Source: an optimization exercise on an open RTL-to-GDS flow (aim: small area, a short achievable clock period and few clock cycles). Production flows keep margins and buffers that such runs may drop. Where RTL was checked, it was by simulation tests only, not by an equivalence proof against the original. Only the layout flow was run in run 1; the RTL was not checked for function there.

## flow/design.v (module list and top-level ports; edited modules follow where they fit)
// module mac: 688 lines
// module mac_sum: 438 lines
// module mac_array_mxn: 15 lines
// module matmul_datapath: 38 lines
// module compute_wrapper: 177 lines
// module axi_lite_ctrl_wrapper: 114 lines
// module axi_matrix_accelerator: 84 lines
module axi_matrix_accelerator #(
    parameter ADDR_W = 32,
    parameter DATA_W = 32
) (
    input  logic clk,
    input  logic rst_n,
    input  logic [ADDR_W-1:0] s_axi_awaddr,
    input  logic        s_axi_awvalid,
    output logic        s_axi_awready,
    input  logic [DATA_W-1:0] s_axi_wdata,
    input  logic        s_axi_wvalid,
    output logic        s_axi_wready,
    output logic        s_axi_bvalid,
    output logic [1:0]  s_axi_bresp,
    input  logic        s_axi_bready,
    input  logic [ADDR_W-1:0] s_axi_araddr,
    input  logic        s_axi_arvalid,
    output logic        s_axi_arready,
    output logic [DATA_W-1:0] s_axi_rdata,
    output logic [1:0]  s_axi_rresp,
    output logic        s_axi_rvalid,
    input  logic        s_axi_rready,
    input  logic [DATA_W-1:0] s_axis_a_tdata,
    input  logic        s_axis_a_tvalid,
    output logic        s_axis_a_tready,
    input  logic        s_axis_a_tlast,
    input  logic [DATA_W-1:0] s_axis_b_tdata,
    input  logic        s_axis_b_tvalid,
    output logic        s_axis_b_tready,
    input  logic        s_axis_b_tlast,
    output logic [DATA_W-1:0] m_axis_c_tdata,
    output logic        m_axis_c_tvalid,
    input  logic        m_axis_c_tready,
    output logic        m_axis_c_tlast
);
  // ...
==> flow/flow/run.sh <==
#!/bin/bash
set -euo pipefail
MARGIN=$(cat flow/margin.txt)
bash standard.sh SETUP_SLACK_MARGIN=$MARGIN finish > make_finish.log 2>&1
==> flow/flow/margin.txt <==
7.5
==> flow/standard.sh <==
#!/bin/bash
# synth_recipe.tcl (not shown) runs the flow's synth.tcl, then flattens the netlist and writes it again
# the make line also repeats each setting of config.mk as NAME=value (left out here)
make -C /OpenROAD-flow-scripts/flow DESIGN_CONFIG=/design/flow/config.mk WORK_HOME=/design/flow/orfs CLKGATE_MAP_FILE= SYNTH_SCRIPT=/design/flow/synth_recipe.tcl "${@:-finish}"
==> flow/config.mk <==
export PLATFORM = sky130hd
export DESIGN_NAME = axi_matrix_accelerator
export DESIGN_NICKNAME = axi_matrix_accelerator
export VERILOG_FILES = /design/flow/design.v
export SDC_FILE = /design/flow/constraint.sdc
export NUM_CORES = 4
export LEC_CHECK = 0
export ABC_CLOCK_PERIOD_IN_PS = 3500
export CAP_MARGIN = 20
export CORE_MARGIN = 2
export CORE_UTILIZATION = 45
export SLEW_MARGIN = 20
==> flow/constraint.sdc <==
create_clock -name core_clock -period 11.0 [get_ports {clk}]
set_input_delay 2.2000 -clock core_clock [delete_from_list [all_inputs] [get_ports {clk}]]
set_output_delay 2.2000 -clock core_clock [all_outputs]
set_load 0.01 [all_outputs]
==> PnR_summary.wiki, run 1 <==
{| class="wikitable"
! Metric !! Value
|-
| Dominant register cell in the synthesized netlist || edfxtp_1
|-
| Detailed-routing iteration count for the pre-antenna-repair pass || 8
|-
| Dominant combinational cell family by area after synthesis || adder cells
|-
| Status || no timing/DRC/antenna violations
|-
| Compound-gate portion of the synthesized area || 0.0963
|-
| Fin crit period || 4470 ps
|-
| Cells after Synth || 3010
|-
| Core box area || between 90000 and 100000 sq um
|-
| Largest register FFs || 256
|-
| Most common library cell in the layout ignoring fill and taps || edfxtp_1
|-
| Worst slew margin relative to its limit || 0.351
|-
| GRT overflow || 0
|-
| Fraction of area in multi-input gates || 0.382
|-
| Met3 Usage GRT || 0.0363
|-
| Pins Over Slew Limit || 0
|-
| Bufs w/o clock || between 400 and 500
|-
| Post-placement cell count || 4249
|-
| Routed met2 length || approximately 60 mm
|-
| Total routing usage reported by global routing || 0.247
|-
| Mean routed wirelength per cell || 25.1 um
|-
| Die width || between 300 and 400 um
|-
| Multiplexer fraction of the synthesized cell area || 0.0853
|-
| Worst slack after detailed placement || 5710 ps
|-
| Clock buffer cells || slightly below 100
|-
| CP max stage delay || 530 ps
|}
==> module mac, before the edit <==
module mac (
    input  logic [31:0] a,
    input  logic [15:0] one,
    input  logic [15:0] two,
    input  logic [15:0] neg,
    output logic [89:0] cs
);
    wire m1 = ((one[0] & a[0]) | (two[0] & 1'b0)) ^ neg[0];
    wire m2 = ((one[0] & a[1]) | (two[0] & a[0])) ^ neg[0];
    wire m3 = ((one[0] & a[2]) | (two[0] & a[1])) ^ neg[0];
    wire m4 = ((one[0] & a[3]) | (two[0] & a[2])) ^ neg[0];
    wire m5 = ((one[0] & a[4]) | (two[0] & a[3])) ^ neg[0];
    wire m6 = ((one[0] & a[5]) | (two[0] & a[4])) ^ neg[0];
    wire m7 = ((one[0] & a[6]) | (two[0] & a[5])) ^ neg[0];
    wire m8 = ((one[0] & a[7]) | (two[0] & a[6])) ^ neg[0];
    wire m9 = ((one[0] & a[8]) | (two[0] & a[7])) ^ neg[0];
    wire m10 = ((one[0] & a[9]) | (two[0] & a[8])) ^ neg[0];
    wire m11 = ((one[0] & a[10]) | (two[0] & a[9])) ^ neg[0];
    wire m12 = ((one[0] & a[11]) | (two[0] & a[10])) ^ neg[0];
    wire m13 = ((one[0] & a[12]) | (two[0] & a[11])) ^ neg[0];
    wire m14 = ((one[0] & a[13]) | (two[0] & a[12])) ^ neg[0];
    wire m15 = ((one[0] & a[14]) | (two[0] & a[13])) ^ neg[0];
    wire m16 = ((one[0] & a[15]) | (two[0] & a[14])) ^ neg[0];
    wire m17 = ((one[0] & a[16]) | (two[0] & a[15])) ^ neg[0];
    wire m18 = ((one[0] & a[17]) | (two[0] & a[16])) ^ neg[0];
    wire m19 = ((one[0] & a[18]) | (two[0] & a[17])) ^ neg[0];
    wire m20 = ((one[0] & a[19]) | (two[0] & a[18])) ^ neg[0];
    wire m21 = ((one[0] & a[20]) | (two[0] & a[19])) ^ neg[0];
    wire m22 = ((one[0] & a[21]) | (two[0] & a[20])) ^ neg[0];
    wire m23 = ((one[0] & a[22]) | (two[0] & a[21])) ^ neg[0];
    wire m24 = ((one[0] & a[23]) | (two[0] & a[22])) ^ neg[0];
    wire m25 = ((one[0] & a[24]) | (two[0] & a[23])) ^ neg[0];
    wire m26 = ((one[0] & a[25]) | (two[0] & a[24])) ^ neg[0];
    wire m27 = ((one[0] & a[26]) | (two[0] & a[25])) ^ neg[0];
    wire m28 = ((one[0] & a[27]) | (two[0] & a[26])) ^ neg[0];
    wire m29 = ((one[0] & a[28]) | (two[0] & a[27])) ^ neg[0];
    wire m30 = ((one[0] & a[29]) | (two[0] & a[28])) ^ neg[0];
    wire m31 = ((one[0] & a[30]) | (two[0] & a[29])) ^ neg[0];
    wire m32 = ((one[0] & a[31]) | (two[0] & a[30])) ^ neg[0];
    wire m33 = ((one[1] & a[0]) | (two[1] & 1'b0)) ^ neg[1];
    wire m34 = ((one[1] & a[1]) | (two[1] & a[0])) ^ neg[1];
    wire m35 = ((one[1] & a[2]) | (two[1] & a[1])) ^ neg[1];
    wire m36 = ((one[1] & a[3]) | (two[1] & a[2])) ^ neg[1];
    wire m37 = ((one[1] & a[4]) | (two[1] & a[3])) ^ neg[1];
    wire m38 = ((one[1] & a[5]) | (two[1] & a[4])) ^ neg[1];
    wire m39 = ((one[1] & a[6]) | (two[1] & a[5])) ^ neg[1];
    wire m40 = ((one[1] & a[7]) | (two[1] & a[6])) ^ neg[1];
    wire m41 = ((one[1] & a[8]) | (two[1] & a[7])) ^ neg[1];
    wire m42 = ((one[1] & a[9]) | (two[1] & a[8])) ^ neg[1];
    wire m43 = ((one[1] & a[10]) | (two[1] & a[9])) ^ neg[1];
    wire m44 = ((one[1] & a[11]) | (two[1] & a[10])) ^ neg[1];
    wire m45 = ((one[1] & a[12]) | (two[1] & a[11])) ^ neg[1];
    wire m46 = ((one[1] & a[13]) | (two[1] & a[12])) ^ neg[1];
    wire m47 = ((one[1] & a[14]) | (two[1] & a[13])) ^ neg[1];
    wire m48 = ((one[1] & a[15]) | (two[1] & a[14])) ^ neg[1];
    wire m49 = ((one[1] & a[16]) | (two[1] & a[15])) ^ neg[1];
    wire m50 = ((one[1] & a[17]) | (two[1] & a[16])) ^ neg[1];
    wire m51 = ((one[1] & a[18]) | (two[1] & a[17])) ^ neg[1];
    wire m52 = ((one[1] & a[19]) | (two[1] & a[18])) ^ neg[1];
    wire m53 = ((one[1] & a[20]) | (two[1] & a[19])) ^ neg[1];
    wire m54 = ((one[1] & a[21]) | (two[1] & a[20])) ^ neg[1];
    wire m55 = ((one[1] & a[22]) | (two[1] & a[21])) ^ neg[1];
    wire m56 = ((one[1] & a[23]) | (two[1] & a[22])) ^ neg[1];
    wire m57 = ((one[1] & a[24]) | (two[1] & a[23])) ^ neg[1];
    wire m58 = ((one[1] & a[25]) | (two[1] & a[24])) ^ neg[1];
    wire m59 = ((one[1] & a[26]) | (two[1] & a[25])) ^ neg[1];
    wire m60 = ((one[1] & a[27]) | (two[1] & a[26])) ^ neg[1];
    wire m61 = ((one[1] & a[28]) | (two[1] & a[27])) ^ neg[1];
    wire m62 = ((one[1] & a[29]) | (two[1] & a[28])) ^ neg[1];
    wire m63 = ((one[2] & a[0]) | (two[2] & 1'b0)) ^ neg[2];
    wire m64 = ((one[2] & a[1]) | (two[2] & a[0])) ^ neg[2];
    wire m65 = ((one[2] & a[2]) | (two[2] & a[1])) ^ neg[2];
    wire m66 = ((one[2] & a[3]) | (two[2] & a[2])) ^ neg[2];
    wire m67 = ((one[2] & a[4]) | (two[2] & a[3])) ^ neg[2];
    wire m68 = ((one[2] & a[5]) | (two[2] & a[4])) ^ neg[2];
    wire m69 = ((one[2] & a[6]) | (two[2] & a[5])) ^ neg[2];
    wire m70 = ((one[2] & a[7]) | (two[2] & a[6])) ^ neg[2];
    wire m71 = ((one[2] & a[8]) | (two[2] & a[7])) ^ neg[2];
    wire m72 = ((one[2] & a[9]) | (two[2] & a[8])) ^ neg[2];
    wire m73 = ((one[2] & a[10]) | (two[2] & a[9])) ^ neg[2];
    wire m74 = ((one[2] & a[11]) | (two[2] & a[10])) ^ neg[2];
    wire m75 = ((one[2] & a[12]) | (two[2] & a[11])) ^ neg[2];
    wire m76 = ((one[2] & a[13]) | (two[2] & a[12])) ^ neg[2];
    wire m77 = ((one[2] & a[14]) | (two[2] & a[13])) ^ neg[2];
    wire m78 = ((one[2] & a[15]) | (two[2] & a[14])) ^ neg[2];
    wire m79 = ((one[2] & a[16]) | (two[2] & a[15])) ^ neg[2];
    wire m80 = ((one[2] & a[17]) | (two[2] & a[16])) ^ neg[2];
    wire m81 = ((one[2] & a[18]) | (two[2] & a[17])) ^ neg[2];
    wire m82 = ((one[2] & a[19]) | (two[2] & a[18])) ^ neg[2];
    wire m83 = ((one[2] & a[20]) | (two[2] & a[19])) ^ neg[2];
    wire m84 = ((one[2] & a[21]) | (two[2] & a[20])) ^ neg[2];
    wire m85 = ((one[2] & a[22]) | (two[2] & a[21])) ^ neg[2];
    wire m86 = ((one[2] & a[23]) | (two[2] & a[22])) ^ neg[2];
    wire m87 = ((one[2] & a[24]) | (two[2] & a[23])) ^ neg[2];
    wire m88 = ((one[2] & a[25]) | (two[2] & a[24])) ^ neg[2];
    wire m89 = ((one[2] & a[26]) | (two[2] & a[25])) ^ neg[2];
    wire m90 = ((one[2] & a[27]) | (two[2] & a[26])) ^ neg[2];
    wire m91 = ((one[3] & a[0]) | (two[3] & 1'b0)) ^ neg[3];
    wire m92 = ((one[3] & a[1]) | (two[3] & a[0])) ^ neg[3];
    wire m93 = ((one[3] & a[2]) | (two[3] & a[1])) ^ neg[3];
    wire m94 = ((one[3] & a[3]) | (two[3] & a[2])) ^ neg[3];
    wire m95 = ((one[3] & a[4]) | (two[3] & a[3])) ^ neg[3];
    wire m96 = ((one[3] & a[5]) | (two[3] & a[4])) ^ neg[3];
    wire m97 = ((one[3] & a[6]) | (two[3] & a[5])) ^ neg[3];
    wire m98 = ((one[3] & a[7]) | (two[3] & a[6])) ^ neg[3];
    wire m99 = ((one[3] & a[8]) | (two[3] & a[7])) ^ neg[3];
    wire m100 = ((one[3] & a[9]) | (two[3] & a[8])) ^ neg[3];
    wire m101 = ((one[3] & a[10]) | (two[3] & a[9])) ^ neg[3];
    wire m102 = ((one[3] & a[11]) | (two[3] & a[10])) ^ neg[3];
    wire m103 = ((one[3] & a[12]) | (two[3] & a[11])) ^ neg[3];
    wire m104 = ((one[3] & a[13]) | (two[3] & a[12])) ^ neg[3];
    wire m105 = ((one[3] & a[14]) | (two[3] & a[13])) ^ neg[3];
    wire m106 = ((one[3] & a[15]) | (two[3] & a[14])) ^ neg[3];
    wire m107 = ((one[3] & a[16]) | (two[3] & a[15])) ^ neg[3];
    wire m108 = ((one[3] & a[17]) | (two[3] & a[16])) ^ neg[3];
    wire m109 = ((one[3] & a[18]) | (two[3] & a[17])) ^ neg[3];
    wire m110 = ((one[3] & a[19]) | (two[3] & a[18])) ^ neg[3];
    wire m111 = ((one[3] & a[20]) | (two[3] & a[19])) ^ neg[3];
    wire m112 = ((one[3] & a[21]) | (two[3] & a[20])) ^ neg[3];
    wire m113 = ((one[3] & a[22]) | (two[3] & a[21])) ^ neg[3];
    wire m114 = ((one[3] & a[23]) | (two[3] & a[22])) ^ neg[3];
    wire m115 = ((one[3] & a[24]) | (two[3] & a[23])) ^ neg[3];
    wire m116 = ((one[3] & a[25]) | (two[3] & a[24])) ^ neg[3];
    wire m117 = ((one[4] & a[0]) | (two[4] & 1'b0)) ^ neg[4];
    wire m118 = ((one[4] & a[1]) | (two[4] & a[0])) ^ neg[4];
    wire m119 = ((one[4] & a[2]) | (two[4] & a[1])) ^ neg[4];
    wire m120 = ((one[4] & a[3]) | (two[4] & a[2])) ^ neg[4];
    wire m121 = ((one[4] & a[4]) | (two[4] & a[3])) ^ neg[4];
    wire m122 = ((one[4] & a[5]) | (two[4] & a[4])) ^ neg[4];
    wire m123 = ((one[4] & a[6]) | (two[4] & a[5])) ^ neg[4];
    wire m124 = ((one[4] & a[7]) | (two[4] & a[6])) ^ neg[4];
    wire m125 = ((one[4] & a[8]) | (two[4] & a[7])) ^ neg[4];
    wire m126 = ((one[4] & a[9]) | (two[4] & a[8])) ^ neg[4];
    wire m127 = ((one[4] & a[10]) | (two[4] & a[9])) ^ neg[4];
    wire m128 = ((one[4] & a[11]) | (two[4] & a[10])) ^ neg[4];
    wire m129 = ((one[4] & a[12]) | (two[4] & a[11])) ^ neg[4];
    wire m130 = ((one[4] & a[13]) | (two[4] & a[12])) ^ neg[4];
    wire m131 = ((one[4] & a[14]) | (two[4] & a[13])) ^ neg[4];
    wire m132 = ((one[4] & a[15]) | (two[4] & a[14])) ^ neg[4];
    wire m133 = ((one[4] & a[16]) | (two[4] & a[15])) ^ neg[4];
    wire m134 = ((one[4] & a[17]) | (two[4] & a[16])) ^ neg[4];
    wire m135 = ((one[4] & a[18]) | (two[4] & a[17])) ^ neg[4];
    wire m136 = ((one[4] & a[19]) | (two[4] & a[18])) ^ neg[4];
    wire m137 = ((one[4] & a[20]) | (two[4] & a[19])) ^ neg[4];
    wire m138 = ((one[4] & a[21]) | (two[4] & a[20])) ^ neg[4];
    wire m139 = ((one[4] & a[22]) | (two[4] & a[21])) ^ neg[4];
    wire m140 = ((one[4] & a[23]) | (two[4] & a[22])) ^ neg[4];
    wire m141 = ((one[5] & a[0]) | (two[5] & 1'b0)) ^ neg[5];
    wire m142 = ((one[5] & a[1]) | (two[5] & a[0])) ^ neg[5];
    wire m143 = ((one[5] & a[2]) | (two[5] & a[1])) ^ neg[5];
    wire m144 = ((one[5] & a[3]) | (two[5] & a[2])) ^ neg[5];
    wire m145 = ((one[5] & a[4]) | (two[5] & a[3])) ^ neg[5];
    wire m146 = ((one[5] & a[5]) | (two[5] & a[4])) ^ neg[5];
    wire m147 = ((one[5] & a[6]) | (two[5] & a[5])) ^ neg[5];
    wire m148 = ((one[5] & a[7]) | (two[5] & a[6])) ^ neg[5];
    wire m149 = ((one[5] & a[8]) | (two[5] & a[7])) ^ neg[5];
    wire m150 = ((one[5] & a[9]) | (two[5] & a[8])) ^ neg[5];
    wire m151 = ((one[5] & a[10]) | (two[5] & a[9])) ^ neg[5];
    wire m152 = ((one[5] & a[11]) | (two[5] & a[10])) ^ neg[5];
    wire m153 = ((one[5] & a[12]) | (two[5] & a[11])) ^ neg[5];
    wire m154 = ((one[5] & a[13]) | (two[5] & a[12])) ^ neg[5];
    wire m155 = ((one[5] & a[14]) | (two[5] & a[13])) ^ neg[5];
    wire m156 = ((one[5] & a[15]) | (two[5] & a[14])) ^ neg[5];
    wire m157 = ((one[5] & a[16]) | (two[5] & a[15])) ^ neg[5];
    wire m158 = ((one[5] & a[17]) | (two[5] & a[16])) ^ neg[5];
    wire m159 = ((one[5] & a[18]) | (two[5] & a[17])) ^ neg[5];
    wire m160 = ((one[5] & a[19]) | (two[5] & a[18])) ^ neg[5];
    wire m161 = ((one[5] & a[20]) | (two[5] & a[19])) ^ neg[5];
    wire m162 = ((one[5] & a[21]) | (two[5] & a[20])) ^ neg[5];
    wire m163 = ((one[6] & a[0]) | (two[6] & 1'b0)) ^ neg[6];
    wire m164 = ((one[6] & a[1]) | (two[6] & a[0])) ^ neg[6];
    wire m165 = ((one[6] & a[2]) | (two[6] & a[1])) ^ neg[6];
    wire m166 = ((one[6] & a[3]) | (two[6] & a[2])) ^ neg[6];
    wire m167 = ((one[6] & a[4]) | (two[6] & a[3])) ^ neg[6];
    wire m168 = ((one[6] & a[5]) | (two[6] & a[4])) ^ neg[6];
    wire m169 = ((one[6] & a[6]) | (two[6] & a[5])) ^ neg[6];
    wire m170 = ((one[6] & a[7]) | (two[6] & a[6])) ^ neg[6];
    wire m171 = ((one[6] & a[8]) | (two[6] & a[7])) ^ neg[6];
    wire m172 = ((one[6] & a[9]) | (two[6] & a[8])) ^ neg[6];
    wire m173 = ((one[6] & a[10]) | (two[6] & a[9])) ^ neg[6];
    wire m174 = ((one[6] & a[11]) | (two[6] & a[10])) ^ neg[6];
    wire m175 = ((one[6] & a[12]) | (two[6] & a[11])) ^ neg[6];
    wire m176 = ((one[6] & a[13]) | (two[6] & a[12])) ^ neg[6];
    wire m177 = ((one[6] & a[14]) | (two[6] & a[13])) ^ neg[6];
    wire m178 = ((one[6] & a[15]) | (two[6] & a[14])) ^ neg[6];
    wire m179 = ((one[6] & a[16]) | (two[6] & a[15])) ^ neg[6];
    wire m180 = ((one[6] & a[17]) | (two[6] & a[16])) ^ neg[6];
    wire m181 = ((one[6] & a[18]) | (two[6] & a[17])) ^ neg[6];
    wire m182 = ((one[6] & a[19]) | (two[6] & a[18])) ^ neg[6];
    wire m183 = ((one[7] & a[0]) | (two[7] & 1'b0)) ^ neg[7];
    wire m184 = ((one[7] & a[1]) | (two[7] & a[0])) ^ neg[7];
    wire m185 = ((one[7] & a[2]) | (two[7] & a[1])) ^ neg[7];
    wire m186 = ((one[7] & a[3]) | (two[7] & a[2])) ^ neg[7];
    wire m187 = ((one[7] & a[4]) | (two[7] & a[3])) ^ neg[7];
    wire m188 = ((one[7] & a[5]) | (two[7] & a[4])) ^ neg[7];
    wire m189 = ((one[7] & a[6]) | (two[7] & a[5])) ^ neg[7];
    wire m190 = ((one[7] & a[7]) | (two[7] & a[6])) ^ neg[7];
    wire m191 = ((one[7] & a[8]) | (two[7] & a[7])) ^ neg[7];
    wire m192 = ((one[7] & a[9]) | (two[7] & a[8])) ^ neg[7];
    wire m193 = ((one[7] & a[10]) | (two[7] & a[9])) ^ neg[7];
    wire m194 = ((one[7] & a[11]) | (two[7] & a[10])) ^ neg[7];
    wire m195 = ((one[7] & a[12]) | (two[7] & a[11])) ^ neg[7];
    wire m196 = ((one[7] & a[13]) | (two[7] & a[12])) ^ neg[7];
    wire m197 = ((one[7] & a[14]) | (two[7] & a[13])) ^ neg[7];
    wire m198 = ((one[7] & a[15]) | (two[7] & a[14])) ^ neg[7];
    wire m199 = ((one[7] & a[16]) | (two[7] & a[15])) ^ neg[7];
    wire m200 = ((one[7] & a[17]) | (two[7] & a[16])) ^ neg[7];
    wire m201 = ((one[8] & a[0]) | (two[8] & 1'b0)) ^ neg[8];
    wire m202 = ((one[8] & a[1]) | (two[8] & a[0])) ^ neg[8];
    wire m203 = ((one[8] & a[2]) | (two[8] & a[1])) ^ neg[8];
    wire m204 = ((one[8] & a[3]) | (two[8] & a[2])) ^ neg[8];
    wire m205 = ((one[8] & a[4]) | (two[8] & a[3])) ^ neg[8];
    wire m206 = ((one[8] & a[5]) | (two[8] & a[4])) ^ neg[8];
    wire m207 = ((one[8] & a[6]) | (two[8] & a[5])) ^ neg[8];
    wire m208 = ((one[8] & a[7]) | (two[8] & a[6])) ^ neg[8];
    wire m209 = ((one[8] & a[8]) | (two[8] & a[7])) ^ neg[8];
    wire m210 = ((one[8] & a[9]) | (two[8] & a[8])) ^ neg[8];
    wire m211 = ((one[8] & a[10]) | (two[8] & a[9])) ^ neg[8];
    wire m212 = ((one[8] & a[11]) | (two[8] & a[10])) ^ neg[8];
    wire m213 = ((one[8] & a[12]) | (two[8] & a[11])) ^ neg[8];
    wire m214 = ((one[8] & a[13]) | (two[8] & a[12])) ^ neg[8];
    wire m215 = ((one[8] & a[14]) | (two[8] & a[13])) ^ neg[8];
    wire m216 = ((one[8] & a[15]) | (two[8] & a[14])) ^ neg[8];
    wire m217 = ((one[9] & a[0]) | (two[9] & 1'b0)) ^ neg[9];
    wire m218 = ((one[9] & a[1]) | (two[9] & a[0])) ^ neg[9];
    wire m219 = ((one[9] & a[2]) | (two[9] & a[1])) ^ neg[9];
    wire m220 = ((one[9] & a[3]) | (two[9] & a[2])) ^ neg[9];
    wire m221 = ((one[9] & a[4]) | (two[9] & a[3])) ^ neg[9];
    wire m222 = ((one[9] & a[5]) | (two[9] & a[4])) ^ neg[9];
    wire m223 = ((one[9] & a[6]) | (two[9] & a[5])) ^ neg[9];
    wire m224 = ((one[9] & a[7]) | (two[9] & a[6])) ^ neg[9];
    wire m225 = ((one[9] & a[8]) | (two[9] & a[7])) ^ neg[9];
    wire m226 = ((one[9] & a[9]) | (two[9] & a[8])) ^ neg[9];
    wire m227 = ((one[9] & a[10]) | (two[9] & a[9])) ^ neg[9];
    wire m228 = ((one[9] & a[11]) | (two[9] & a[10])) ^ neg[9];
    wire m229 = ((one[9] & a[12]) | (two[9] & a[11])) ^ neg[9];
    wire m230 = ((one[9] & a[13]) | (two[9] & a[12])) ^ neg[9];
    wire m231 = ((one[10] & a[0]) | (two[10] & 1'b0)) ^ neg[10];
    wire m232 = ((one[10] & a[1]) | (two[10] & a[0])) ^ neg[10];
    wire m233 = ((one[10] & a[2]) | (two[10] & a[1])) ^ neg[10];
    wire m234 = ((one[10] & a[3]) | (two[10] & a[2])) ^ neg[10];
    wire m235 = ((one[10] & a[4]) | (two[10] & a[3])) ^ neg[10];
    wire m236 = ((one[10] & a[5]) | (two[10] & a[4])) ^ neg[10];
    wire m237 = ((one[10] & a[6]) | (two[10] & a[5])) ^ neg[10];
    wire m238 = ((one[10] & a[7]) | (two[10] & a[6])) ^ neg[10];
    wire m239 = ((one[10] & a[8]) | (two[10] & a[7])) ^ neg[10];
    wire m240 = ((one[10] & a[9]) | (two[10] & a[8])) ^ neg[10];
    wire m241 = ((one[10] & a[10]) | (two[10] & a[9])) ^ neg[10];
    wire m242 = ((one[10] & a[11]) | (two[10] & a[10])) ^ neg[10];
    wire m243 = ((one[11] & a[0]) | (two[11] & 1'b0)) ^ neg[11];
    wire m244 = ((one[11] & a[1]) | (two[11] & a[0])) ^ neg[11];
    wire m245 = ((one[11] & a[2]) | (two[11] & a[1])) ^ neg[11];
    wire m246 = ((one[11] & a[3]) | (two[11] & a[2])) ^ neg[11];
    wire m247 = ((one[11] & a[4]) | (two[11] & a[3])) ^ neg[11];
    wire m248 = ((one[11] & a[5]) | (two[11] & a[4])) ^ neg[11];
    wire m249 = ((one[11] & a[6]) | (two[11] & a[5])) ^ neg[11];
    wire m250 = ((one[11] & a[7]) | (two[11] & a[6])) ^ neg[11];
    wire m251 = ((one[11] & a[8]) | (two[11] & a[7])) ^ neg[11];
    wire m252 = ((one[11] & a[9]) | (two[11] & a[8])) ^ neg[11];
    wire m253 = ((one[12] & a[0]) | (two[12] & 1'b0)) ^ neg[12];
    wire m254 = ((one[12] & a[1]) | (two[12] & a[0])) ^ neg[12];
    wire m255 = ((one[12] & a[2]) | (two[12] & a[1])) ^ neg[12];
    wire m256 = ((one[12] & a[3]) | (two[12] & a[2])) ^ neg[12];
    wire m257 = ((one[12] & a[4]) | (two[12] & a[3])) ^ neg[12];
    wire m258 = ((one[12] & a[5]) | (two[12] & a[4])) ^ neg[12];
    wire m259 = ((one[12] & a[6]) | (two[12] & a[5])) ^ neg[12];
    wire m260 = ((one[12] & a[7]) | (two[12] & a[6])) ^ neg[12];
    wire m261 = ((one[13] & a[0]) | (two[13] & 1'b0)) ^ neg[13];
    wire m262 = ((one[13] & a[1]) | (two[13] & a[0])) ^ neg[13];
    wire m263 = ((one[13] & a[2]) | (two[13] & a[1])) ^ neg[13];
    wire m264 = ((one[13] & a[3]) | (two[13] & a[2])) ^ neg[13];
    wire m265 = ((one[13] & a[4]) | (two[13] & a[3])) ^ neg[13];
    wire m266 = ((one[13] & a[5]) | (two[13] & a[4])) ^ neg[13];
    wire m267 = ((one[14] & a[0]) | (two[14] & 1'b0)) ^ neg[14];
    wire m268 = ((one[14] & a[1]) | (two[14] & a[0])) ^ neg[14];
    wire m269 = ((one[14] & a[2]) | (two[14] & a[1])) ^ neg[14];
    wire m270 = ((one[14] & a[3]) | (two[14] & a[2])) ^ neg[14];
    wire m271 = ((one[15] & a[0]) | (two[15] & 1'b0)) ^ neg[15];
    wire m272 = ((one[15] & a[1]) | (two[15] & a[0])) ^ neg[15];
    wire m273 = m32 ^ m62 ^ m90 ^ m116 ^ m140 ^ m162 ^ m182 ^ m200 ^ m216 ^ m230 ^ m242 ^ m252 ^ m260 ^ m266 ^ m270 ^ m272;
    wire m274 = m25 ^ m55;
    wire m275 = m25 & m55;
    wire m276 = m26 ^ m56;
    wire m277 = m26 & m56;
    wire m278 = m27 ^ m57 ^ m85;
    wire m279 = (m27 & m57) | (m27 & m85) | (m57 & m85);
    wire m280 = m111 ^ m135;
    wire m281 = m111 & m135;
    wire m282 = m28 ^ m58 ^ m86;
    wire m283 = (m28 & m58) | (m28 & m86) | (m58 & m86);
    wire m284 = m112 ^ m136;
    wire m285 = m112 & m136;
    wire m286 = m29 ^ m59 ^ m87;
    wire m287 = (m29 & m59) | (m29 & m87) | (m59 & m87);
    wire m288 = m113 ^ m137 ^ m159;
    wire m289 = (m113 & m137) | (m113 & m159) | (m137 & m159);
    wire m290 = m179 ^ m197;
    wire m291 = m179 & m197;
    wire m292 = m30 ^ m60 ^ m88;
    wire m293 = (m30 & m60) | (m30 & m88) | (m60 & m88);
    wire m294 = m114 ^ m138 ^ m160;
    wire m295 = (m114 & m138) | (m114 & m160) | (m138 & m160);
    wire m296 = m180 ^ m198;
    wire m297 = m180 & m198;
    wire m298 = m31 ^ m61 ^ m89;
    wire m299 = (m31 & m61) | (m31 & m89) | (m61 & m89);
    wire m300 = m115 ^ m139 ^ m161;
    wire m301 = (m115 & m139) | (m115 & m161) | (m139 & m161);
    wire m302 = m181 ^ m199 ^ m215;
    wire m303 = (m181 & m199) | (m181 & m215) | (m199 & m215);
    wire m304 = m229 ^ m241;
    wire m305 = m229 & m241;
    wire m306 = m17 ^ m47;
    wire m307 = m17 & m47;
    wire m308 = m18 ^ m48;
    wire m309 = m18 & m48;
    wire m310 = m19 ^ m49 ^ m77;
    wire m311 = (m19 & m49) | (m19 & m77) | (m49 & m77);
    wire m312 = m103 ^ m127;
    wire m313 = m103 & m127;
    wire m314 = m20 ^ m50 ^ m78;
    wire m315 = (m20 & m50) | (m20 & m78) | (m50 & m78);
    wire m316 = m104 ^ m128;
    wire m317 = m104 & m128;
    wire m318 = m21 ^ m51 ^ m79;
    wire m319 = (m21 & m51) | (m21 & m79) | (m51 & m79);
    wire m320 = m105 ^ m129 ^ m151;
    wire m321 = (m105 & m129) | (m105 & m151) | (m129 & m151);
    wire m322 = m171 ^ m189;
    wire m323 = m171 & m189;
    wire m324 = m22 ^ m52 ^ m80;
    wire m325 = (m22 & m52) | (m22 & m80) | (m52 & m80);
    wire m326 = m106 ^ m130 ^ m152;
    wire m327 = (m106 & m130) | (m106 & m152) | (m130 & m152);
    wire m328 = m172 ^ m190;
    wire m329 = m172 & m190;
    wire m330 = m23 ^ m53 ^ m81;
    wire m331 = (m23 & m53) | (m23 & m81) | (m53 & m81);
    wire m332 = m107 ^ m131 ^ m153;
    wire m333 = (m107 & m131) | (m107 & m153) | (m131 & m153);
    wire m334 = m173 ^ m191 ^ m207;
    wire m335 = (m173 & m191) | (m173 & m207) | (m191 & m207);
    wire m336 = m221 ^ m233;
    wire m337 = m221 & m233;
    wire m338 = m24 ^ m54 ^ m82;
    wire m339 = (m24 & m54) | (m24 & m82) | (m54 & m82);
    wire m340 = m108 ^ m132 ^ m154;
    wire m341 = (m108 & m132) | (m108 & m154) | (m132 & m154);
    wire m342 = m174 ^ m192 ^ m208;
    wire m343 = (m174 & m192) | (m174 & m208) | (m192 & m208);
    wire m344 = m222 ^ m234;
    wire m345 = m222 & m234;
    wire m346 = m274 ^ m83 ^ m109;
    wire m347 = (m274 & m83) | (m274 & m109) | (m83 & m109);
    wire m348 = m133 ^ m155 ^ m175;
    wire m349 = (m133 & m155) | (m133 & m175) | (m155 & m175);
    wire m350 = m193 ^ m209 ^ m223;
    wire m351 = (m193 & m209) | (m193 & m223) | (m209 & m223);
    wire m352 = m235 ^ m245 ^ m253;
    wire m353 = (m235 & m245) | (m235 & m253) | (m245 & m253);
    wire m354 = m275 ^ m276 ^ m84;
    wire m355 = (m275 & m276) | (m275 & m84) | (m276 & m84);
    wire m356 = m110 ^ m134 ^ m156;
    wire m357 = (m110 & m134) | (m110 & m156) | (m134 & m156);
    wire m358 = m176 ^ m194 ^ m210;
    wire m359 = (m176 & m194) | (m176 & m210) | (m194 & m210);
    wire m360 = m224 ^ m236 ^ m246;
    wire m361 = (m224 & m236) | (m224 & m246) | (m236 & m246);
    wire m362 = m277 ^ m278 ^ m280;
    wire m363 = (m277 & m278) | (m277 & m280) | (m278 & m280);
    wire m364 = m157 ^ m177 ^ m195;
    wire m365 = (m157 & m177) | (m157 & m195) | (m177 & m195);
    wire m366 = m211 ^ m225 ^ m237;
    wire m367 = (m211 & m225) | (m211 & m237) | (m225 & m237);
    wire m368 = m247 ^ m255 ^ m261;
    wire m369 = (m247 & m255) | (m247 & m261) | (m255 & m261);
    wire m370 = m279 ^ m281 ^ m282;
    wire m371 = (m279 & m281) | (m279 & m282) | (m281 & m282);
    wire m372 = m284 ^ m158 ^ m178;
    wire m373 = (m284 & m158) | (m284 & m178) | (m158 & m178);
    wire m374 = m196 ^ m212 ^ m226;
    wire m375 = (m196 & m212) | (m196 & m226) | (m212 & m226);
    wire m376 = m238 ^ m248 ^ m256;
    wire m377 = (m238 & m248) | (m238 & m256) | (m248 & m256);
    wire m378 = m283 ^ m285 ^ m286;
    wire m379 = (m283 & m285) | (m283 & m286) | (m285 & m286);
    wire m380 = m288 ^ m290 ^ m213;
    wire m381 = (m288 & m290) | (m288 & m213) | (m290 & m213);
    wire m382 = m227 ^ m239 ^ m249;
    wire m383 = (m227 & m239) | (m227 & m249) | (m239 & m249);
    wire m384 = m257 ^ m263 ^ m267;
    wire m385 = (m257 & m263) | (m257 & m267) | (m263 & m267);
    wire m386 = m287 ^ m289 ^ m291;
    wire m387 = (m287 & m289) | (m287 & m291) | (m289 & m291);
    wire m388 = m292 ^ m294 ^ m296;
    wire m389 = (m292 & m294) | (m292 & m296) | (m294 & m296);
    wire m390 = m214 ^ m228 ^ m240;
    wire m391 = (m214 & m228) | (m214 & m240) | (m228 & m240);
    wire m392 = m250 ^ m258 ^ m264;
    wire m393 = (m250 & m258) | (m250 & m264) | (m258 & m264);
    wire m394 = m293 ^ m295 ^ m297;
    wire m395 = (m293 & m295) | (m293 & m297) | (m295 & m297);
    wire m396 = m298 ^ m300 ^ m302;
    wire m397 = (m298 & m300) | (m298 & m302) | (m300 & m302);
    wire m398 = m304 ^ m251 ^ m259;
    wire m399 = (m304 & m251) | (m304 & m259) | (m251 & m259);
    wire m400 = m265 ^ m269 ^ m271;
    wire m401 = (m265 & m269) | (m265 & m271) | (m269 & m271);
    wire m402 = m11 ^ m41;
    wire m403 = m11 & m41;
    wire m404 = m12 ^ m42;
    wire m405 = m12 & m42;
    wire m406 = m13 ^ m43 ^ m71;
    wire m407 = (m13 & m43) | (m13 & m71) | (m43 & m71);
    wire m408 = m97 ^ m121;
    wire m409 = m97 & m121;
    wire m410 = m14 ^ m44 ^ m72;
    wire m411 = (m14 & m44) | (m14 & m72) | (m44 & m72);
    wire m412 = m98 ^ m122;
    wire m413 = m98 & m122;
    wire m414 = m15 ^ m45 ^ m73;
    wire m415 = (m15 & m45) | (m15 & m73) | (m45 & m73);
    wire m416 = m99 ^ m123 ^ m145;
    wire m417 = (m99 & m123) | (m99 & m145) | (m123 & m145);
    wire m418 = m165 ^ m183;
    wire m419 = m165 & m183;
    wire m420 = m16 ^ m46 ^ m74;
    wire m421 = (m16 & m46) | (m16 & m74) | (m46 & m74);
    wire m422 = m100 ^ m124 ^ m146;
    wire m423 = (m100 & m124) | (m100 & m146) | (m124 & m146);
    wire m424 = m166 ^ m184;
    wire m425 = m166 & m184;
    wire m426 = m306 ^ m75 ^ m101;
    wire m427 = (m306 & m75) | (m306 & m101) | (m75 & m101);
    wire m428 = m125 ^ m147 ^ m167;
    wire m429 = (m125 & m147) | (m125 & m167) | (m147 & m167);
    wire m430 = m185 ^ m201 ^ neg[8];
    wire m431 = (m185 & m201) | (m185 & neg[8]) | (m201 & neg[8]);
    wire m432 = m307 ^ m308 ^ m76;
    wire m433 = (m307 & m308) | (m307 & m76) | (m308 & m76);
    wire m434 = m102 ^ m126 ^ m148;
    wire m435 = (m102 & m126) | (m102 & m148) | (m126 & m148);
    wire m436 = m168 ^ m186 ^ m202;
    wire m437 = (m168 & m186) | (m168 & m202) | (m186 & m202);
    wire m438 = m309 ^ m310 ^ m312;
    wire m439 = (m309 & m310) | (m309 & m312) | (m310 & m312);
    wire m440 = m149 ^ m169 ^ m187;
    wire m441 = (m149 & m169) | (m149 & m187) | (m169 & m187);
    wire m442 = m203 ^ m217 ^ neg[9];
    wire m443 = (m203 & m217) | (m203 & neg[9]) | (m217 & neg[9]);
    wire m444 = m311 ^ m313 ^ m314;
    wire m445 = (m311 & m313) | (m311 & m314) | (m313 & m314);
    wire m446 = m316 ^ m150 ^ m170;
    wire m447 = (m316 & m150) | (m316 & m170) | (m150 & m170);
    wire m448 = m188 ^ m204 ^ m218;
    wire m449 = (m188 & m204) | (m188 & m218) | (m204 & m218);
    wire m450 = m315 ^ m317 ^ m318;
    wire m451 = (m315 & m317) | (m315 & m318) | (m317 & m318);
    wire m452 = m320 ^ m322 ^ m205;
    wire m453 = (m320 & m322) | (m320 & m205) | (m322 & m205);
    wire m454 = m219 ^ m231 ^ neg[10];
    wire m455 = (m219 & m231) | (m219 & neg[10]) | (m231 & neg[10]);
    wire m456 = m319 ^ m321 ^ m323;
    wire m457 = (m319 & m321) | (m319 & m323) | (m321 & m323);
    wire m458 = m324 ^ m326 ^ m328;
    wire m459 = (m324 & m326) | (m324 & m328) | (m326 & m328);
    wire m460 = m206 ^ m220 ^ m232;
    wire m461 = (m206 & m220) | (m206 & m232) | (m220 & m232);
    wire m462 = m325 ^ m327 ^ m329;
    wire m463 = (m325 & m327) | (m325 & m329) | (m327 & m329);
    wire m464 = m330 ^ m332 ^ m334;
    wire m465 = (m330 & m332) | (m330 & m334) | (m332 & m334);
    wire m466 = m336 ^ m243 ^ neg[11];
    wire m467 = (m336 & m243) | (m336 & neg[11]) | (m243 & neg[11]);
    wire m468 = m331 ^ m333 ^ m335;
    wire m469 = (m331 & m333) | (m331 & m335) | (m333 & m335);
    wire m470 = m337 ^ m338 ^ m340;
    wire m471 = (m337 & m338) | (m337 & m340) | (m338 & m340);
    wire m472 = m342 ^ m344 ^ m244;
    wire m473 = (m342 & m344) | (m342 & m244) | (m344 & m244);
    wire m474 = m339 ^ m341 ^ m343;
    wire m475 = (m339 & m341) | (m339 & m343) | (m341 & m343);
    wire m476 = m345 ^ m346 ^ m348;
    wire m477 = (m345 & m346) | (m345 & m348) | (m346 & m348);
    wire m478 = m350 ^ m352 ^ neg[12];
    wire m479 = (m350 & m352) | (m350 & neg[12]) | (m352 & neg[12]);
    wire m480 = m347 ^ m349 ^ m351;
    wire m481 = (m347 & m349) | (m347 & m351) | (m349 & m351);
    wire m482 = m353 ^ m354 ^ m356;
    wire m483 = (m353 & m354) | (m353 & m356) | (m354 & m356);
    wire m484 = m358 ^ m360 ^ m254;
    wire m485 = (m358 & m360) | (m358 & m254) | (m360 & m254);
    wire m486 = m355 ^ m357 ^ m359;
    wire m487 = (m355 & m357) | (m355 & m359) | (m357 & m359);
    wire m488 = m361 ^ m362 ^ m364;
    wire m489 = (m361 & m362) | (m361 & m364) | (m362 & m364);
    wire m490 = m366 ^ m368 ^ neg[13];
    wire m491 = (m366 & m368) | (m366 & neg[13]) | (m368 & neg[13]);
    wire m492 = m363 ^ m365 ^ m367;
    wire m493 = (m363 & m365) | (m363 & m367) | (m365 & m367);
    wire m494 = m369 ^ m370 ^ m372;
    wire m495 = (m369 & m370) | (m369 & m372) | (m370 & m372);
    wire m496 = m374 ^ m376 ^ m262;
    wire m497 = (m374 & m376) | (m374 & m262) | (m376 & m262);
    wire m498 = m371 ^ m373 ^ m375;
    wire m499 = (m371 & m373) | (m371 & m375) | (m373 & m375);
    wire m500 = m377 ^ m378 ^ m380;
    wire m501 = (m377 & m378) | (m377 & m380) | (m378 & m380);
    wire m502 = m382 ^ m384 ^ neg[14];
    wire m503 = (m382 & m384) | (m382 & neg[14]) | (m384 & neg[14]);
    wire m504 = m379 ^ m381 ^ m383;
    wire m505 = (m379 & m381) | (m379 & m383) | (m381 & m383);
    wire m506 = m385 ^ m386 ^ m388;
    wire m507 = (m385 & m386) | (m385 & m388) | (m386 & m388);
    wire m508 = m390 ^ m392 ^ m268;
    wire m509 = (m390 & m392) | (m390 & m268) | (m392 & m268);
    wire m510 = m387 ^ m389 ^ m391;
    wire m511 = (m387 & m389) | (m387 & m391) | (m389 & m391);
    wire m512 = m393 ^ m394 ^ m396;
    wire m513 = (m393 & m394) | (m393 & m396) | (m394 & m396);
    wire m514 = m398 ^ m400 ^ neg[15];
    wire m515 = (m398 & m400) | (m398 & neg[15]) | (m400 & neg[15]);
    wire m516 = m7 ^ m37;
    wire m517 = m7 & m37;
    wire m518 = m8 ^ m38;
    wire m519 = m8 & m38;
    wire m520 = m9 ^ m39 ^ m67;
    wire m521 = (m9 & m39) | (m9 & m67) | (m39 & m67);
    wire m522 = m93 ^ m117;
    wire m523 = m93 & m117;
    wire m524 = m10 ^ m40 ^ m68;
    wire m525 = (m10 & m40) | (m10 & m68) | (m40 & m68);
    wire m526 = m94 ^ m118;
    wire m527 = m94 & m118;
    wire m528 = m402 ^ m69 ^ m95;
    wire m529 = (m402 & m69) | (m402 & m95) | (m69 & m95);
    wire m530 = m119 ^ m141 ^ neg[5];
    wire m531 = (m119 & m141) | (m119 & neg[5]) | (m141 & neg[5]);
    wire m532 = m403 ^ m404 ^ m70;
    wire m533 = (m403 & m404) | (m403 & m70) | (m404 & m70);
    wire m534 = m96 ^ m120 ^ m142;
    wire m535 = (m96 & m120) | (m96 & m142) | (m120 & m142);
    wire m536 = m405 ^ m406 ^ m408;
    wire m537 = (m405 & m406) | (m405 & m408) | (m406 & m408);
    wire m538 = m143 ^ m163 ^ neg[6];
    wire m539 = (m143 & m163) | (m143 & neg[6]) | (m163 & neg[6]);
    wire m540 = m407 ^ m409 ^ m410;
    wire m541 = (m407 & m409) | (m407 & m410) | (m409 & m410);
    wire m542 = m412 ^ m144 ^ m164;
    wire m543 = (m412 & m144) | (m412 & m164) | (m144 & m164);
    wire m544 = m411 ^ m413 ^ m414;
    wire m545 = (m411 & m413) | (m411 & m414) | (m413 & m414);
    wire m546 = m416 ^ m418 ^ neg[7];
    wire m547 = (m416 & m418) | (m416 & neg[7]) | (m418 & neg[7]);
    wire m548 = m415 ^ m417 ^ m419;
    wire m549 = (m415 & m417) | (m415 & m419) | (m417 & m419);
    wire m550 = m420 ^ m422 ^ m424;
    wire m551 = (m420 & m422) | (m420 & m424) | (m422 & m424);
    wire m552 = m421 ^ m423 ^ m425;
    wire m553 = (m421 & m423) | (m421 & m425) | (m423 & m425);
    wire m554 = m426 ^ m428 ^ m430;
    wire m555 = (m426 & m428) | (m426 & m430) | (m428 & m430);
    wire m556 = m427 ^ m429 ^ m431;
    wire m557 = (m427 & m429) | (m427 & m431) | (m429 & m431);
    wire m558 = m432 ^ m434 ^ m436;
    wire m559 = (m432 & m434) | (m432 & m436) | (m434 & m436);
    wire m560 = m433 ^ m435 ^ m437;
    wire m561 = (m433 & m435) | (m433 & m437) | (m435 & m437);
    wire m562 = m438 ^ m440 ^ m442;
    wire m563 = (m438 & m440) | (m438 & m442) | (m440 & m442);
    wire m564 = m439 ^ m441 ^ m443;
    wire m565 = (m439 & m441) | (m439 & m443) | (m441 & m443);
    wire m566 = m444 ^ m446 ^ m448;
    wire m567 = (m444 & m446) | (m444 & m448) | (m446 & m448);
    wire m568 = m445 ^ m447 ^ m449;
    wire m569 = (m445 & m447) | (m445 & m449) | (m447 & m449);
    wire m570 = m450 ^ m452 ^ m454;
    wire m571 = (m450 & m452) | (m450 & m454) | (m452 & m454);
    wire m572 = m451 ^ m453 ^ m455;
    wire m573 = (m451 & m453) | (m451 & m455) | (m453 & m455);
    wire m574 = m456 ^ m458 ^ m460;
    wire m575 = (m456 & m458) | (m456 & m460) | (m458 & m460);
    wire m576 = m457 ^ m459 ^ m461;
    wire m577 = (m457 & m459) | (m457 & m461) | (m459 & m461);
    wire m578 = m462 ^ m464 ^ m466;
    wire m579 = (m462 & m464) | (m462 & m466) | (m464 & m466);
    wire m580 = m463 ^ m465 ^ m467;
    wire m581 = (m463 & m465) | (m463 & m467) | (m465 & m467);
    wire m582 = m468 ^ m470 ^ m472;
    wire m583 = (m468 & m470) | (m468 & m472) | (m470 & m472);
    wire m584 = m469 ^ m471 ^ m473;
    wire m585 = (m469 & m471) | (m469 & m473) | (m471 & m473);
    wire m586 = m474 ^ m476 ^ m478;
    wire m587 = (m474 & m476) | (m474 & m478) | (m476 & m478);
    wire m588 = m475 ^ m477 ^ m479;
    wire m589 = (m475 & m477) | (m475 & m479) | (m477 & m479);
    wire m590 = m480 ^ m482 ^ m484;
    wire m591 = (m480 & m482) | (m480 & m484) | (m482 & m484);
    wire m592 = m481 ^ m483 ^ m485;
    wire m593 = (m481 & m483) | (m481 & m485) | (m483 & m485);
    wire m594 = m486 ^ m488 ^ m490;
    wire m595 = (m486 & m488) | (m486 & m490) | (m488 & m490);
    wire m596 = m487 ^ m489 ^ m491;
    wire m597 = (m487 & m489) | (m487 & m491) | (m489 & m491);
    wire m598 = m492 ^ m494 ^ m496;
    wire m599 = (m492 & m494) | (m492 & m496) | (m494 & m496);
    wire m600 = m493 ^ m495 ^ m497;
    wire m601 = (m493 & m495) | (m493 & m497) | (m495 & m497);
    wire m602 = m498 ^ m500 ^ m502;
    wire m603 = (m498 & m500) | (m498 & m502) | (m500 & m502);
    wire m604 = m499 ^ m501 ^ m503;
    wire m605 = (m499 & m501) | (m499 & m503) | (m501 & m503);
    wire m606 = m504 ^ m506 ^ m508;
    wire m607 = (m504 & m506) | (m504 & m508) | (m506 & m508);
    wire m608 = m505 ^ m507 ^ m509;
    wire m609 = (m505 & m507) | (m505 & m509) | (m507 & m509);
    wire m610 = m510 ^ m512 ^ m514;
    wire m611 = (m510 & m512) | (m510 & m514) | (m512 & m514);
    wire m612 = m5 ^ m35;
    wire m613 = m5 & m35;
    wire m614 = m6 ^ m36;
    wire m615 = m6 & m36;
    wire m616 = m516 ^ m65 ^ m91;
    wire m617 = (m516 & m65) | (m516 & m91) | (m65 & m91);
    wire m618 = m517 ^ m518 ^ m66;
    wire m619 = (m517 & m518) | (m517 & m66) | (m518 & m66);
    wire m620 = m519 ^ m520 ^ m522;
    wire m621 = (m519 & m520) | (m519 & m522) | (m520 & m522);
    wire m622 = m521 ^ m523 ^ m524;
    wire m623 = (m521 & m523) | (m521 & m524) | (m523 & m524);
    wire m624 = m525 ^ m527 ^ m528;
    wire m625 = (m525 & m527) | (m525 & m528) | (m527 & m528);
    wire m626 = m529 ^ m531 ^ m532;
    wire m627 = (m529 & m531) | (m529 & m532) | (m531 & m532);
    wire m628 = m533 ^ m535 ^ m536;
    wire m629 = (m533 & m535) | (m533 & m536) | (m535 & m536);
    wire m630 = m537 ^ m539 ^ m540;
    wire m631 = (m537 & m539) | (m537 & m540) | (m539 & m540);
    wire m632 = m541 ^ m543 ^ m544;
    wire m633 = (m541 & m543) | (m541 & m544) | (m543 & m544);
    wire m634 = m545 ^ m547 ^ m548;
    wire m635 = (m545 & m547) | (m545 & m548) | (m547 & m548);
    wire m636 = m549 ^ m551 ^ m552;
    wire m637 = (m549 & m551) | (m549 & m552) | (m551 & m552);
    wire m638 = m553 ^ m555 ^ m556;
    wire m639 = (m553 & m555) | (m553 & m556) | (m555 & m556);
    wire m640 = m557 ^ m559 ^ m560;
    wire m641 = (m557 & m559) | (m557 & m560) | (m559 & m560);
    wire m642 = m561 ^ m563 ^ m564;
    wire m643 = (m561 & m563) | (m561 & m564) | (m563 & m564);
    wire m644 = m565 ^ m567 ^ m568;
    wire m645 = (m565 & m567) | (m565 & m568) | (m567 & m568);
    wire m646 = m569 ^ m571 ^ m572;
    wire m647 = (m569 & m571) | (m569 & m572) | (m571 & m572);
    wire m648 = m573 ^ m575 ^ m576;
    wire m649 = (m573 & m575) | (m573 & m576) | (m575 & m576);
    wire m650 = m577 ^ m579 ^ m580;
    wire m651 = (m577 & m579) | (m577 & m580) | (m579 & m580);
    wire m652 = m581 ^ m583 ^ m584;
    wire m653 = (m581 & m583) | (m581 & m584) | (m583 & m584);
    wire m654 = m585 ^ m587 ^ m588;
    wire m655 = (m585 & m587) | (m585 & m588) | (m587 & m588);
    wire m656 = m589 ^ m591 ^ m592;
    wire m657 = (m589 & m591) | (m589 & m592) | (m591 & m592);
    wire m658 = m593 ^ m595 ^ m596;
    wire m659 = (m593 & m595) | (m593 & m596) | (m595 & m596);
    wire m660 = m597 ^ m599 ^ m600;
    wire m661 = (m597 & m599) | (m597 & m600) | (m599 & m600);
    wire m662 = m601 ^ m603 ^ m604;
    wire m663 = (m601 & m603) | (m601 & m604) | (m603 & m604);
    wire m664 = m605 ^ m607 ^ m608;
    wire m665 = (m605 & m607) | (m605 & m608) | (m607 & m608);
    wire m666 = m299 ^ m301;
    wire m667 = m303 ^ m305;
    wire m668 = m666 ^ m667;
    wire m669 = m273 ^ m395;
    wire m670 = m397 ^ m399;
    wire m671 = m401 ^ m668;
    wire m672 = m669 ^ m670;
    wire m673 = m671 ^ m511;
    wire m674 = m513 ^ m515;
    wire m675 = m672 ^ m673;
    wire m676 = m674 ^ m609;
    wire m677 = m611 ^ m675;
    wire m678 = m676 ^ m677;
    wire m679 = m665 ^ m678;
    assign cs = {m679, m610, m664, m663, m606, m662, m661, m602, m660, m659, m598, m658, m657, m594, m656, m655, m590, m654, m653, m586, m652, m651, m582, m650, m649, m578, m648, m647, m574, m646, m645, m570, m644, m643, m566, m642, m641, m562, m640, m639, m558, m638, m637, m554, m636, m635, m550, m634, m633, m546, m632, m631, m542, m630, m629, m538, m628, m627, m534, m626, m625, m530, m624, m623, m526, m622, m621, neg[4], m620, m619, m92, m618, m617, neg[3], m616, m615, m64, m614, m613, neg[2], m63, m612, m34, m4, neg[1], m33, m3, m2, neg[0], m1};
endmodule
==> module mac_array_mxn, before the edit <==
module mac_array_mxn (
    input  logic        clk,
    input  logic        we,
    input  logic        n2,
    input  logic [31:0] d,
    output logic [31:0] cur
);
    logic [31:0] oth;
    always_ff @(posedge clk) begin
        if (we) begin
            cur <= n2 ? oth : d;
            oth <= d;
        end
    end
endmodule
==> module matmul_datapath, before the edit <==
module matmul_datapath (
    input  logic        clk,
    input  logic        adv,
    input  logic        v2,       
    input  logic        n2,       
    input  logic        f2,       
    input  logic [31:0] a,
    input  logic [15:0] one,
    input  logic [15:0] two,
    input  logic [15:0] neg,
    output logic [31:0] res       
);
    localparam int NB = 90;    
    logic [NB-1:0] cs, cs_q;
    logic [31:0] acc_cur;
    mac u_mul (
        .a    (a),
        .one  (one),
        .two  (two),
        .neg  (neg),
        .cs   (cs)
    );
    always_ff @(posedge clk)
        if (adv) cs_q <= cs;
    wire [31:0] base = f2 ? 32'd0 : acc_cur;
    mac_sum u_sum (
        .base (base),
        .cs   (cs_q),
        .sum  (res)
    );
    mac_array_mxn u_acc (
        .clk (clk),
        .we  (adv & v2),
        .n2  (n2),
        .d   (res),
        .cur (acc_cur)
    );
endmodule
==> run 2, diff against run 1 <==
--- a/flow/design.v
+++ b/flow/design.v
@@ -3,7 +3,7 @@
     input  logic [15:0] one,
     input  logic [15:0] two,
     input  logic [15:0] neg,
-    output logic [89:0] cs
+    output logic [95:0] cs
 );
     wire m1 = ((one[0] & a[0]) | (two[0] & 1'b0)) ^ neg[0];
     wire m2 = ((one[0] & a[1]) | (two[0] & a[0])) ^ neg[0];
@@ -670,25 +670,12 @@
     wire m663 = (m601 & m603) | (m601 & m604) | (m603 & m604);
     wire m664 = m605 ^ m607 ^ m608;
     wire m665 = (m605 & m607) | (m605 & m608) | (m607 & m608);
-    wire m666 = m299 ^ m301;
-    wire m667 = m303 ^ m305;
-    wire m668 = m666 ^ m667;
-    wire m669 = m273 ^ m395;
-    wire m670 = m397 ^ m399;
-    wire m671 = m401 ^ m668;
-    wire m672 = m669 ^ m670;
-    wire m673 = m671 ^ m511;
-    wire m674 = m513 ^ m515;
-    wire m675 = m672 ^ m673;
-    wire m676 = m674 ^ m609;
-    wire m677 = m611 ^ m675;
-    wire m678 = m676 ^ m677;
-    wire m679 = m665 ^ m678;
-    assign cs = {m679, m610, m664, m663, m606, m662, m661, m602, m660, m659, m598, m658, m657, m594, m656, m655, m590, m654, m653, m586, m652, m651, m582, m650, m649, m578, m648, m647, m574, m646, m645, m570, m644, m643, m566, m642, m641, m562, m640, m639, m558, m638, m637, m554, m636, m635, m550, m634, m633, m546, m632, m631, m542, m630, m629, m538, m628, m627, m534, m626, m625, m530, m624, m623, m526, m622, m621, neg[4], m620, m619, m92, m618, m617, neg[3], m616, m615, m64, m614, m613, neg[2], m63, m612, m34, m4, neg[1], m33, m3, m2, neg[0], m1};
+    wire m666 = m273 ^ m299 ^ m301 ^ m303 ^ m305 ^ m395 ^ m397 ^ m399 ^ m401;
+    assign cs = {m665, m611, m609, m515, m513, m511, m666, m610, m664, m663, m606, m662, m661, m602, m660, m659, m598, m658, m657, m594, m656, m655, m590, m654, m653, m586, m652, m651, m582, m650, m649, m578, m648, m647, m574, m646, m645, m570, m644, m643, m566, m642, m641, m562, m640, m639, m558, m638, m637, m554, m636, m635, m550, m634, m633, m546, m632, m631, m542, m630, m629, m538, m628, m627, m534, m626, m625, m530, m624, m623, m526, m622, m621, neg[4], m620, m619, m92, m618, m617, neg[3], m616, m615, m64, m614, m613, neg[2], m63, m612, m34, m4, neg[1], m33, m3, m2, neg[0], m1};
 endmodule
 module mac_sum (
     input  logic [31:0] base,
-    input  logic [89:0] cs,
+    input  logic [95:0] cs,
     output logic [31:0] sum
 );
     wire t1 = base[2] ^ cs[3];
@@ -1121,37 +1108,44 @@
     wire t428 = t178 ^ t397;
     wire t429 = t180 ^ t398;
     wire t430 = t182 ^ t399;
-    wire t431 = base[31] ^ cs[89] ^ t58 ^ t120 ^ t400;
+    wire t431 = base[31] ^ cs[89] ^ cs[90] ^ cs[91] ^ cs[92] ^ cs[93] ^ cs[94] ^ cs[95] ^ t58 ^ t120 ^ t400;
     assign sum = {t431, t430, t429, t428, t427, t426, t425, t424, t423, t422, t421, t420, t419, t418, t417, t416, t415, t414, t413, t412, t411, t410, t409, t408, t407, t406, t405, t404, t403, t402, t401, t122};
 endmodule
 module mac_array_mxn (
     input  logic        clk,
+    input  logic        rst_n,
     input  logic        we,
     input  logic        n2,
+    input  logic        clr,
     input  logic [31:0] d,
     output logic [31:0] cur
 );
     logic [31:0] oth;
-    always_ff @(posedge clk) begin
-        if (we) begin
-            cur <= n2 ? oth : d;
-            oth <= d;
+    wire  [31:0] dz = clr ? 32'd0 : d;
+    always_ff @(posedge clk or negedge rst_n) begin
+        if (!rst_n) begin
+            cur <= '0;
+            oth <= '0;
+        end else if (we) begin
+            cur <= n2 ? oth : dz;
+            oth <= dz;
         end
     end
 endmodule
 module matmul_datapath (
     input  logic        clk,
+    input  logic        rst_n,
     input  logic        adv,
     input  logic        v2,       
     input  logic        n2,       
-    input  logic        f2,       
+    input  logic        l2,       
     input  logic [31:0] a,
     input  logic [15:0] one,
     input  logic [15:0] two,
     input  logic [15:0] neg,
     output logic [31:0] res       
 );
-    localparam int NB = 90;    
+    localparam int NB = 96;    
     logic [NB-1:0] cs, cs_q;
     logic [31:0] acc_cur;
     mac u_mul (
@@ -1163,16 +1157,17 @@
     );
     always_ff @(posedge clk)
         if (adv) cs_q <= cs;
-    wire [31:0] base = f2 ? 32'd0 : acc_cur;
     mac_sum u_sum (
-        .base (base),
+        .base (acc_cur),
         .cs   (cs_q),
         .sum  (res)
     );
     mac_array_mxn u_acc (
         .clk (clk),
+        .rst_n (rst_n),
         .we  (adv & v2),
         .n2  (n2),
+        .clr (l2),
         .d   (res),
         .cur (acc_cur)
     );
@@ -1204,8 +1199,8 @@
     logic       i_q, j_q, idone_q, a_have_q, a_rdy_q, b_rdy_q;
     logic [1:0] k_q;
     logic [3:0] b_cnt_q;
-    logic       v1_q, f1_q, l1_q, t1_q;
-    logic       v2_q, f2_q, l2_q, t2_q;
+    logic       v1_q, l1_q, t1_q;
+    logic       v2_q, l2_q, t2_q;
     logic       ov_q, ol_q, sv_q, sl_q;
     logic [31:0] bstore [8];
     logic [31:0] op_a;
@@ -1295,15 +1290,13 @@
     end
     always_ff @(posedge clk or negedge rst_n) begin
         if (!rst_n) begin
-            v1_q <= 1'b0; f1_q <= 1'b0; l1_q <= 1'b0; t1_q <= 1'b0;
-            v2_q <= 1'b0; f2_q <= 1'b0; l2_q <= 1'b0; t2_q <= 1'b0;
+            v1_q <= 1'b0; l1_q <= 1'b0; t1_q <= 1'b0;
+            v2_q <= 1'b0; l2_q <= 1'b0; t2_q <= 1'b0;
         end else if (adv) begin
             v1_q <= issue;
-            f1_q <= (k_q == 2'd0);
             l1_q <= k_end;
             t1_q <= k_end & j_end & i_end;
             v2_q <= v1_q;
-            f2_q <= f1_q;
             l2_q <= l1_q;
             t2_q <= t1_q;
         end
@@ -1311,10 +1304,11 @@
     logic [31:0] res;
     matmul_datapath u_dp (
         .clk   (clk),
+        .rst_n (rst_n),
         .adv   (adv),
         .v2    (v2_q),
         .n2    (n2),
-        .f2    (f2_q),
+        .l2    (l2_q),
         .a     (op_a),
         .one   (one_q),
         .two   (two_q),
@@ -1390,21 +1384,28 @@
     wire full_ok = (s_axi_awaddr[31:5] == 27'd0) &&
                    (s_axi_awaddr[4:0] == 5'h00 || s_axi_awaddr[4:0] == 5'h08 ||
                     s_axi_awaddr[4:0] == 5'h0C || s_axi_awaddr[4:0] == 5'h10);
-    wire start = wr && wa == 8'h00 && s_axi_wdata[0];
+    logic [3:0]  wsel_q;      
+    logic [31:0] wd_q;
+    wire start = wsel_q[0] & wd_q[0];
+    always_ff @(posedge clk or negedge rst_n) begin
+        if (!rst_n)
+            wsel_q <= '0;
+        else
+            wsel_q <= {wr && wa == 8'h10, wr && wa == 8'h0C, wr && wa == 8'h08, wr && wa == 8'h00};
+    end
+    always_ff @(posedge clk)
+        wd_q <= s_axi_wdata;
     always_ff @(posedge clk or negedge rst_n) begin
         if (!rst_n) begin
             ctrl_q  <= '0;
             cfg_m_q <= '0;
             cfg_k_q <= '0;
             cfg_n_q <= '0;
-        end else if (wr) begin
-            case (wa)
-                8'h00: ctrl_q  <= s_axi_wdata[31:1];
-                8'h08: cfg_m_q <= s_axi_wdata;
-                8'h0C: cfg_k_q <= s_axi_wdata;
-                8'h10: cfg_n_q <= s_axi_wdata;
-                default: ;
-            endcase
+        end else begin
+            if (wsel_q[0]) ctrl_q  <= wd_q[31:1];
+            if (wsel_q[1]) cfg_m_q <= wd_q;
+            if (wsel_q[2]) cfg_k_q <= wd_q;
+            if (wsel_q[3]) cfg_n_q <= wd_q;
         end
     end
     always_ff @(posedge clk or negedge rst_n) begin
==> PnR_summary.wiki, run 2 <==
{| class="wikitable"
! Metric !! Value
|-
| Global placement routability congestion || 0.852
|-
| Core box area || 92100 sq um (+2.0%)
|-
| Worst slew margin relative to its limit || 0.276 (-0.0749)
|-
| Fin crit period || 3770 ps (-698 ps)
|-
| Top area cells in the synthesized netlist || edfxtp_1 38%, dfrtp_1 13%, fa_1 10%, a22oi_1 5.7%, xnor2_1 4.2%
|-
| Most common library cell in the layout ignoring fill and taps || edfxtp_1
|-
| ANT nets after route || 0
|-
| Final Net Count || roughly 4000
|-
| Pins Over Slew Limit || 0 (unchanged)
|-
| Cells after Synth || 3115 (+3.5%)
|-
| IO Port Bufs || 220
|-
| Number of design-rule violations left by the first detailed-router iteration || 2253
|-
| Detailed-routing iteration count for the pre-antenna-repair pass || 7 (-1)
|-
| Die width || 309 um (+1.0%)
|-
| Unrepaired setup endpoints after global routing || true
|-
| Xor-xnor portion of the synthesized cell area || 0.0695
|-
| Vias || 26425
|-
| Share of flip-flops with an asynchronous set or reset after synthesis || 0.283
|-
| Dominant combinational cell family by area after synthesis || adder cells
|-
| Crit path capture type || register
|-
| Global-route wire length before repair || roughly 170 mm
|-
| Multiplexer fraction of the synthesized cell area || 0.0848 (-0.000517)
|-
| Dominant register cell in the synthesized netlist || edfxtp_1
|-
| Fin area || 50900 sq um
|-
| Layout Utilization || 0.553
|-
| Total routing usage reported by global routing || 0.227 (-0.0203)
|-
| Number of top-level pins || 249
|-
| Die outline height || 309 um
|-
| Number of warnings issued by yosys || 4
|-
| GRT overflow || 0 (unchanged)
|-
| Pin count of the biggest net entering global routing || 99
|-
| Highest achievable clock rate || 0.265 GHz
|-
| Fillers || 7448
|-
| Mean routed wirelength per cell || 22.7 um (-9.4%)
|-
| Transition at the pin with the smallest max-transition slack || 1080 ps
|-
| Maximum fanout encountered on the critical timing path || 4
|-
| Worst Hold Class || reg -> reg
|-
| Count of flip-flops with a built-in enable after synthesis || about 540
|-
| Status || no timing/DRC/antenna violations
|-
| Largest register FFs || 256 (unchanged)
|-
| Placement Rows || 111
|-
| Worst setup path category || reg -> reg
|-
| TritonCTS buffer count || between 80 and 90
|-
| Die outline area || 95700 sq um
|-
| Most used cells in the layout excluding fill and tap cells || 535 x edfxtp_1, 283 x a22oi_1, 213 x dfrtp_1
|-
| Compound-gate portion of the synthesized area || 0.0980 (+0.00177)
|-
| H-tree levels || 3
|-
| Ratio of routed vias to standard cells || 5.58
|-
| Layout overhead on the synthesized area || 21.4%
|}
run 2: changes by cell type in the layout (fill, tap and decap cells not counted), sizes merged, moves of 18 or more:
cell / before / now
nand2: 143 / 166
a21oi: 53 / 76
clkbuf: 98 / 135
edfxtp: 593 / 535
dfxtp: 0 / 32
inv: 231 / 213
dfrtp: 155 / 221
nor2b: 42 / 14
nand2b: 7 / 26
buf: 316 / 251
run 2: cell type report:
cell class | instances | share of cell area
diodes | 3 | 0.000147
clock buffers | 111 | 0.0470
clock inverters | 48 | 0.00983
inverters | 208 | 0.0156
multi-input cells | 1891 | 0.377
flip-flops and latches | 791 | 0.438
well taps | 1243 | 0.0305
repair buffers | 437 | 0.0814
repair inverters | 1 | 0.000147
run 2: final timing paths:
kind | startpoint | slack, ps | depth (start not counted) | end
worst max-delay path | u_compute.u_dp.cs_q[23] | 7230 | 13 | u_compute.skid_q[29]
worst min-delay path | u_ctrl.done_q | 460 | 0 | u_ctrl.rdone_q
worst max register to register | u_compute.u_dp.cs_q[23] | 7230 | 13 | u_compute.skid_q[29]
worst min register to register | u_ctrl.done_q | 460 | 0 | u_ctrl.rdone_q
max in group asynchronous | rst_n | 7840 | 3 | u_compute.u_dp.u_acc.cur[14]
min in group asynchronous | rst_n | 1580 | 1 | u_ctrl.bresp_q
run 2: critical path, stage by stage (launching register included):
cell and delay [ps]:
edfxtp_1 460, fa_2 400, fa_1 590, ha_4 220, a2111oi_4 370, nand2_1 140, o211ai_4 270, nand4_1 150
buf_6 170, a31oi_4 210, mux2i_1 110, nor2_2 250, buf_4 170, inv_2 20
run 2: cell families after synthesis:
kind of cell,count (synthesis)
other,1
AND/OR/NAND/NOR,414
flip-flops,791
buffers and inverters,435
XOR/XNOR,331
AO/OA/AOI/OAI,584
adder cells (fa/ha/maj),304
multiplexers,255
run 2: per-layer routing:
layer / vias to the layer above / track usage / wire [um]
met5: - / 0 / 14
met3: 232 / 0.0379 / 6400
met1: 13479 / 0.307 / 45100
met4: 2 / 0.0797 / 4080
li1: 11803 / - / -
met2: 909 / 0.373 / 51900
run 2: repair_timing:
item                       4_1_cts  5_1_grt
cloned                           6        3
setup endpoints to repair      421      332
setup buffers                  103       60
resized for setup              380      170
pin swaps                       86      113
run 2: metrics by stage:
stage	std cells	worst slack (ps)	hold WS, ps
after CTS	4667	7250	459
after global routing	4733	7090	473
final	4733	7230	461
after detailed placement	4399	6490	446
after floorplan	3116	6380	424
after global placement	4398	6530	438
Testbench counts of run 2, summed over its fixed seeds: cycles 9,492.

[port drivers added, routing unchanged]
The results above use ideal ports. As a check the final layouts listed here were re-extracted and re-timed, cells and wires unchanged. Step 1 (the two cells are an assumption about what drives the block):
set clk [get_ports {clk}]
set_driving_cell -lib_cell sky130_fd_sc_hd__clkbuf_16 $clk
set_driving_cell -lib_cell sky130_fd_sc_hd__buf_2 [delete_from_list [all_inputs] $clk]
Step 2 times the ports against the registers' clock, not the clock port: input delays grow and output delays shrink by t, the midpoint of the rising clock arrivals with the driver on. Three values: ideal, step 1, step 2; two values: the first two.
| run | t (ns) | setup slack, ns | worst hold slack (ns) | worst data-port slew with drivers (ns) | cell pins on the clock port's net |
|---|---|---|---|---|---|
| run 1 | 0.726 | 6.534 / 6.534 / 6.534 | 0.456 / 0.456 / 0.456 | 0.12 | 1 |
| run 2 | 0.716 | 7.233 / 7.233 / 6.856 | 0.461 / 0.461 / 0.461 | 0.10 | 1 |
After both steps setup and hold are still met in every run listed. The setup slack of run 2, which loses most, moves by 0.000 ns with the drivers and by -0.377 ns with both steps.
